Background: an optimization exercise with open tools, aiming at small area. Do not read the settings as production practice.
Only simulation tests tie the RTL to the original design; equivalence was not proved.

==> run a <==
// conv1
module conv1 (
  input clock,
  input reset,
  input vld_in,
  input [5:0][15:0] in,
  output vld_out,
  output [63:0][15:0] out
);
export LEC_CHECK = 0
export CAP_MARGIN = 20
export CORE_MARGIN = 2
export CORE_UTILIZATION = 50
export GPL_TIMING_DRIVEN = 1
export SETUP_SLACK_MARGIN = 0.12
export SLEW_MARGIN = 20
create_clock -name core_clock -period 6.0 [get_ports {clock}]
standard.sh (not shown) runs the stock make flow with config.mk's settings and CLKGATE_MAP_FILE= SYNTH_SCRIPT=/design/flow/synth_recipe.tcl, a recipe that flattens the netlist after the stock synthesis.
==> flow/flow/run.sh <==
#!/bin/bash
# Layout flow: standard synthesis (for the register list), then the hand-mapped
# adder netlist generated by flow/gen.py from flow/plan.json replaces the
# synthesized netlist; the rest is the standard ORFS flow, with port buffers
# of the smallest buffer cell.
set -eo pipefail
R=orfs/results/sky130hd/conv1/base
bash standard.sh synth > std_synth.log 2>&1
cp $R/1_2_yosys.v std_1_2_yosys.v
python3 flow/gen.py flow/plan.json std_1_2_yosys.v hand_netlist.v > gen.log 2>&1
cp hand_netlist.v $R/1_2_yosys.v
rm -f $R/1_synth.odb
bash standard.sh BUFFER_PORTS_ARGS="-buffer_cell sky130_fd_sc_hd__buf_1" PLACE_PINS_ARGS="-min_distance 1 -min_distance_in_tracks" POST_GLOBAL_PLACE_TCL=$PWD/flow/post_gpl.tcl finish > std_finish.log 2>&1
Other scripts of this flow, unchanged in this note and not shown: flow/flow/gen.py, flow/flow/nlgen3.py, flow/flow/plan.json, flow/flow/post_gpl.tcl
==> run b (differences from run a) <==
- SETUP_SLACK_MARGIN: 0.12 -> 0.05
==> run summary <==
item                                                                 run b         run a
Status                                            timing/DRC/antenna clean  timing/DRC/antenna clean
Total of cells resized after clock tree synthesis                      105           147
Fraction of final layout cells sized beyond drive strength 1        0.1416        0.1521
Setup crit end                                                    out[638]      out[639]
Final design utilization                                            0.6547        0.6586
Area taken by multi-input logic gates                          0.03499 mm²   0.03528 mm²
Global routing usage on met3                                       0.09986        0.1008
Met2 track demand over resource                                     0.5985        0.5974
Ant. Diodes                                                              3             7
Relative slew margins                                               0.3514        0.3253
Wire length on met2                                               74930 µm      75100 µm
Final #Nets                                                           7058          7059
Hold WS                                                          0.7362 ns     0.7443 ns
Wire length on met1                                               80270 µm      79700 µm
FF+latch area                                                 0.007141 mm²  0.007143 mm²
Clk tree area frac                                                 0.02860       0.02844
Metal3 WL                                                         21760 µm      22170 µm
Met1 capacity usage during global routing                           0.5963        0.5957
Tcrit/Tclk final                                                    0.9740        0.9586
Count of non-filler cells in the finished layout                      7904          7909

========
==> 01-06: inputs <==
Another version of the RTL of conv1 (not shown whole).
clock: 6.0 ns
lec_check: 0
cap_margin: 20
core_margin: 2
core_utilization: 55
cts_cluster_diameter: 80
cts_cluster_size: 25
gpl_timing_driven: 0
setup_slack_margin: 0.12
slew_margin: 20
Scripts as last shown in full above: flow/flow/run.sh
Other scripts of this flow, unchanged in this note and not shown: flow/flow/gen.py, flow/flow/nlgen3.py, flow/flow/plan.json, flow/flow/post_gpl.tcl
==> 07-12 (differences from 01-06) <==
--- a/flow/config.mk
+++ b/flow/config.mk
@@ -8,8 +8,8 @@
 export CAP_MARGIN = 20
 export CORE_MARGIN = 2
 export CORE_UTILIZATION = 55
-export CTS_CLUSTER_DIAMETER = 80
-export CTS_CLUSTER_SIZE = 25
+export CTS_CLUSTER_DIAMETER = 70
+export CTS_CLUSTER_SIZE = 20
 export GPL_TIMING_DRIVEN = 0
-export SETUP_SLACK_MARGIN = 0.12
+export SETUP_SLACK_MARGIN = 0.15
 export SLEW_MARGIN = 20
==> 03-16 (differences from 01-06) <==
--- a/flow/config.mk
+++ b/flow/config.mk
@@ -8,8 +8,6 @@
 export CAP_MARGIN = 20
 export CORE_MARGIN = 2
 export CORE_UTILIZATION = 55
-export CTS_CLUSTER_DIAMETER = 80
-export CTS_CLUSTER_SIZE = 25
 export GPL_TIMING_DRIVEN = 0
-export SETUP_SLACK_MARGIN = 0.12
+export SETUP_SLACK_MARGIN = 0.25
 export SLEW_MARGIN = 20
==> summary of the runs <==
- Between 03-16 and 07-12, the lower critical path depth is in 07-12 (gap 2).
- Via count: 03-16 > 07-12 > 01-06.
- The lowest first-iteration DRC count belongs to 01-06, the highest to 03-16.
- In synthesized area, 01-06 and 03-16 do not differ.
- Against 07-12, the core utilization of 03-16 is higher by 2.2 points.
- Sequential share of layout area, lowest first: 03-16, 07-12, 01-06.
==> figures <==
| item | 03-16 | 07-12 | 01-06 |
|---|---|---|---|
| Data arrival time of the worst path | 6270 ps | 6350 ps | 6350 ps |
| Finished Cell Area | 0.05207 mm2 | 0.05048 mm2 | 0.05029 mm2 |
| Relative area of clock buffers and inverters in the final design | 0.03600 | 0.02682 | 0.02336 |
| Number of buffers inserted during clock tree synthesis | 50 | 39 | 34 |
| Met1 track demand over resource | 0.5200 | 0.5161 | 0.5156 |
| Post-CTS Setup Repair Bufs | 66 | 40 | 40 |
| Status | timing/DRC/antenna clean | timing/DRC/antenna clean | timing/DRC/antenna clean |
| Critical Path Sink | r22[14] | r22[15] | r7[15] |
| Per-cell via count in the routed design | 5.493 | 5.485 | 5.471 |
| WP buf/inv | 3 | 1 | 3 |
| Fraction of standard cell area in multi-input logic | 0.6653 | 0.6739 | 0.6742 |
| Detailed-routing iteration count for the pre-antenna-repair pass | 5 | 5 | 6 |

========
==> v39 <==
Starting RTL as in the previous note.
clock: 6.0 ns
lec_check: 0
cap_margin: 20
core_margin: 2
core_utilization: 55
cts_cluster_diameter: 80
cts_cluster_size: 25
gpl_timing_driven: 0
place_density: 0.7
setup_slack_margin: 0.08
slew_margin: 20
==> flow/flow/run.sh <==
#!/bin/bash
# Layout flow: standard synthesis (for the register list), then the hand-mapped
# adder netlist generated by flow/gen.py from flow/plan.json replaces the
# synthesized netlist; the rest is the standard ORFS flow, with port buffers
# of the smallest buffer cell.
set -eo pipefail
R=orfs/results/sky130hd/conv1/base
bash standard.sh synth > std_synth.log 2>&1
cp $R/1_2_yosys.v std_1_2_yosys.v
python3 flow/gen.py flow/plan.json std_1_2_yosys.v hand_netlist.v > gen.log 2>&1
cp hand_netlist.v $R/1_2_yosys.v
rm -f $R/1_synth.odb
bash standard.sh BUFFER_PORTS_ARGS="-buffer_cell sky130_fd_sc_hd__buf_1" PLACE_PINS_ARGS="-min_distance 1 -min_distance_in_tracks" POST_GLOBAL_PLACE_TCL=$PWD/flow/post_gpl.tcl CTS_ARGS="-sink_clustering_enable -repair_clock_nets -sink_clustering_size 25 -sink_clustering_max_diameter 80 -dont_use_dummy_load" finish > std_finish.log 2>&1
Other scripts of this flow, unchanged in this note and not shown: flow/flow/gen.py, flow/flow/nlgen3.py, flow/flow/plan.json, flow/flow/post_gpl.tcl
==> v38: changes against v39 <==
PLACE_DENSITY = default   (was 0.7)
==> summary of the runs <==
- In count of clock-buffer cells in the layout, v38 and v39 do not differ.
- In cell count, v38 and v39 hardly differ.
- Synthesized cell count is the same in v38 and v39.
- Between v39 and v38, the lower via count is in v38 (gap about 2.5%, measured against v38).
- In v38 the hold slack is higher than in v39, by 0.055 ns.
- In v38 the critical path depth is higher than in v39, by 5.
==> figures <==
Critical-path maximum fanout: v38 7; v39 15
Non-clock buffering overhead: v38 10.1%; v39 10.3%
Fmax: v38 172 MHz; v39 172 MHz
Area fraction of clock buffers and clock inverters: v38 1.73%; v39 1.72%
Vias: v38 38500; v39 39400
Crit path depth: v38 22; v39 17
Data required time at the worst endpoint: v38 6.50 ns; v39 4.80 ns
Diodes inserted: v38 11; v39 12
Worst setup slack before clock tree synthesis: v38 -1.03 ns; v39 -0.892 ns
Number of cells in the finished layout apart from fillers: v38 7038; v39 7045
Fraction of final layout cells with drive strength greater than 1: v38 11.7%; v39 12.4%
Result of the run: v38 complete, no violations; v39 complete, no violations
First-pass GRT wire length: v38 228000 µm; v39 241000 µm
Crit path capture: v38 r22[15]$_DFF_P_; v39 out[751]

========
==> inputs of wip/juniper <==
RTL: one of the versions met above, not the one the previous note started from.
Settings: LEC_CHECK=0, CAP_MARGIN=20, CORE_MARGIN=2, CORE_UTILIZATION=55, GPL_TIMING_DRIVEN=0, SETUP_SLACK_MARGIN=0.1, SLEW_MARGIN=20; clock period 6.0 ns.
==> flow/flow/run.sh <==
#!/bin/bash
# Layout flow: standard synthesis (for the register list), then the hand-mapped
# adder netlist generated by flow/gen.py from flow/plan.json replaces the
# synthesized netlist; the rest is the standard ORFS flow, with port buffers
# of the smallest buffer cell.
set -eo pipefail
R=orfs/results/sky130hd/conv1/base
bash standard.sh synth > std_synth.log 2>&1
cp $R/1_2_yosys.v std_1_2_yosys.v
python3 flow/gen.py flow/plan.json std_1_2_yosys.v hand_netlist.v > gen.log 2>&1
cp hand_netlist.v $R/1_2_yosys.v
rm -f $R/1_synth.odb
bash standard.sh BUFFER_PORTS_ARGS="-buffer_cell sky130_fd_sc_hd__buf_1" PLACE_PINS_ARGS="-min_distance 1 -min_distance_in_tracks" POST_GLOBAL_PLACE_TCL=$PWD/flow/post_gpl.tcl finish > std_finish.log 2>&1
==> flow/flow/post_gpl.tcl <==
# Upsize the input-port buffers that buffer_ports inserted (they drive the
# stage-A fanout); output-port buffers stay at the smallest buffer cell.
foreach inst [[ord::get_db_block] getInsts] {
  set n [$inst getName]
  if {[regexp {^input[0-9]+$} $n] && [[$inst getMaster] getName] eq "sky130_fd_sc_hd__buf_1"} {
    replace_cell $inst sky130_fd_sc_hd__buf_4
  }
}
Other scripts of this flow, unchanged in this note and not shown: flow/flow/gen.py, flow/flow/nlgen3.py, flow/flow/plan.json
==> wip/delta (differences from wip/juniper) <==
==> flow/flow/post_gpl.tcl (replaced) <==
# Upsize the input-port buffers that buffer_ports inserted (they drive the
# stage-A fanout); output-port buffers stay at the smallest buffer cell.
foreach c [get_cells input*] {
  if {[regexp {^input[0-9]+$} [get_full_name $c]] && [get_property $c ref_name] eq "sky130_fd_sc_hd__buf_1"} {
    replace_cell $c sky130_fd_sc_hd__buf_4
  }
}
--- a/flow/config.mk
+++ b/flow/config.mk
@@ -9,5 +9,5 @@
 export CORE_MARGIN = 2
-export CORE_UTILIZATION = 55
-export GPL_TIMING_DRIVEN = 0
-export SETUP_SLACK_MARGIN = 0.1
+export CORE_UTILIZATION = 50
+export GPL_TIMING_DRIVEN = 1
+export SETUP_SLACK_MARGIN = 0.25
 export SLEW_MARGIN = 20
==> notes <==
wip/delta finished with timing, DRC and antenna clean. wip/juniper did not get past global placement.
In synthesized area, wip/delta and wip/juniper do not differ.
In synthesized cell count, wip/delta and wip/juniper do not differ.

==> afterwards: timing with drivers on the ports <==
In the flow no input, the clock included, has a driving cell. The finished layouts below were timed again as built, in two steps. Step 1, drivers: a clkbuf_16 drives clock and a buf_2 each remaining input, both assumed. Step 2 also shifts input and output timing later by t, the mid clock arrival at the registers, as if the neighbouring blocks saw the same clock. Slacks: ideal / step 1 / step 2; pairs: ideal / step 1.
| run | shift t [ns] | slack for setup (ns) | worst setup path after step 2 | worst data-port slew with drivers (ns) |
|---|---|---|---|---|
| run a | 0.676 | 0.249 / 0.178 / -0.159 | input to register | 0.11 |
| run b | 0.673 | 0.156 / 0.088 / -0.179 | input to register | 0.11 |
| 01-06 | 0.645 | 0.132 / 0.150 / -0.495 | input to register | 0.12 |
| 07-12 | 0.666 | 0.189 / 0.179 / -0.455 | input to register | 0.12 |
| 03-16 | 0.677 | 0.249 / 0.266 / -0.412 | input to register | 0.12 |
| v39 | 0.639 | 0.196 / 0.123 / -0.395 | input to register | 0.13 |
| v38 | 0.633 | 0.196 / 0.138 / -0.400 | input to register | 0.13 |
| wip/delta | 0.675 | 0.360 / 0.291 / -0.068 | input to register | 0.12 |
With both steps, setup timing fails in every run listed, where it was met with ideal ports. The setup slack of 03-16, which loses most, moves by +0.017 ns with the drivers and by -0.661 ns with both steps.
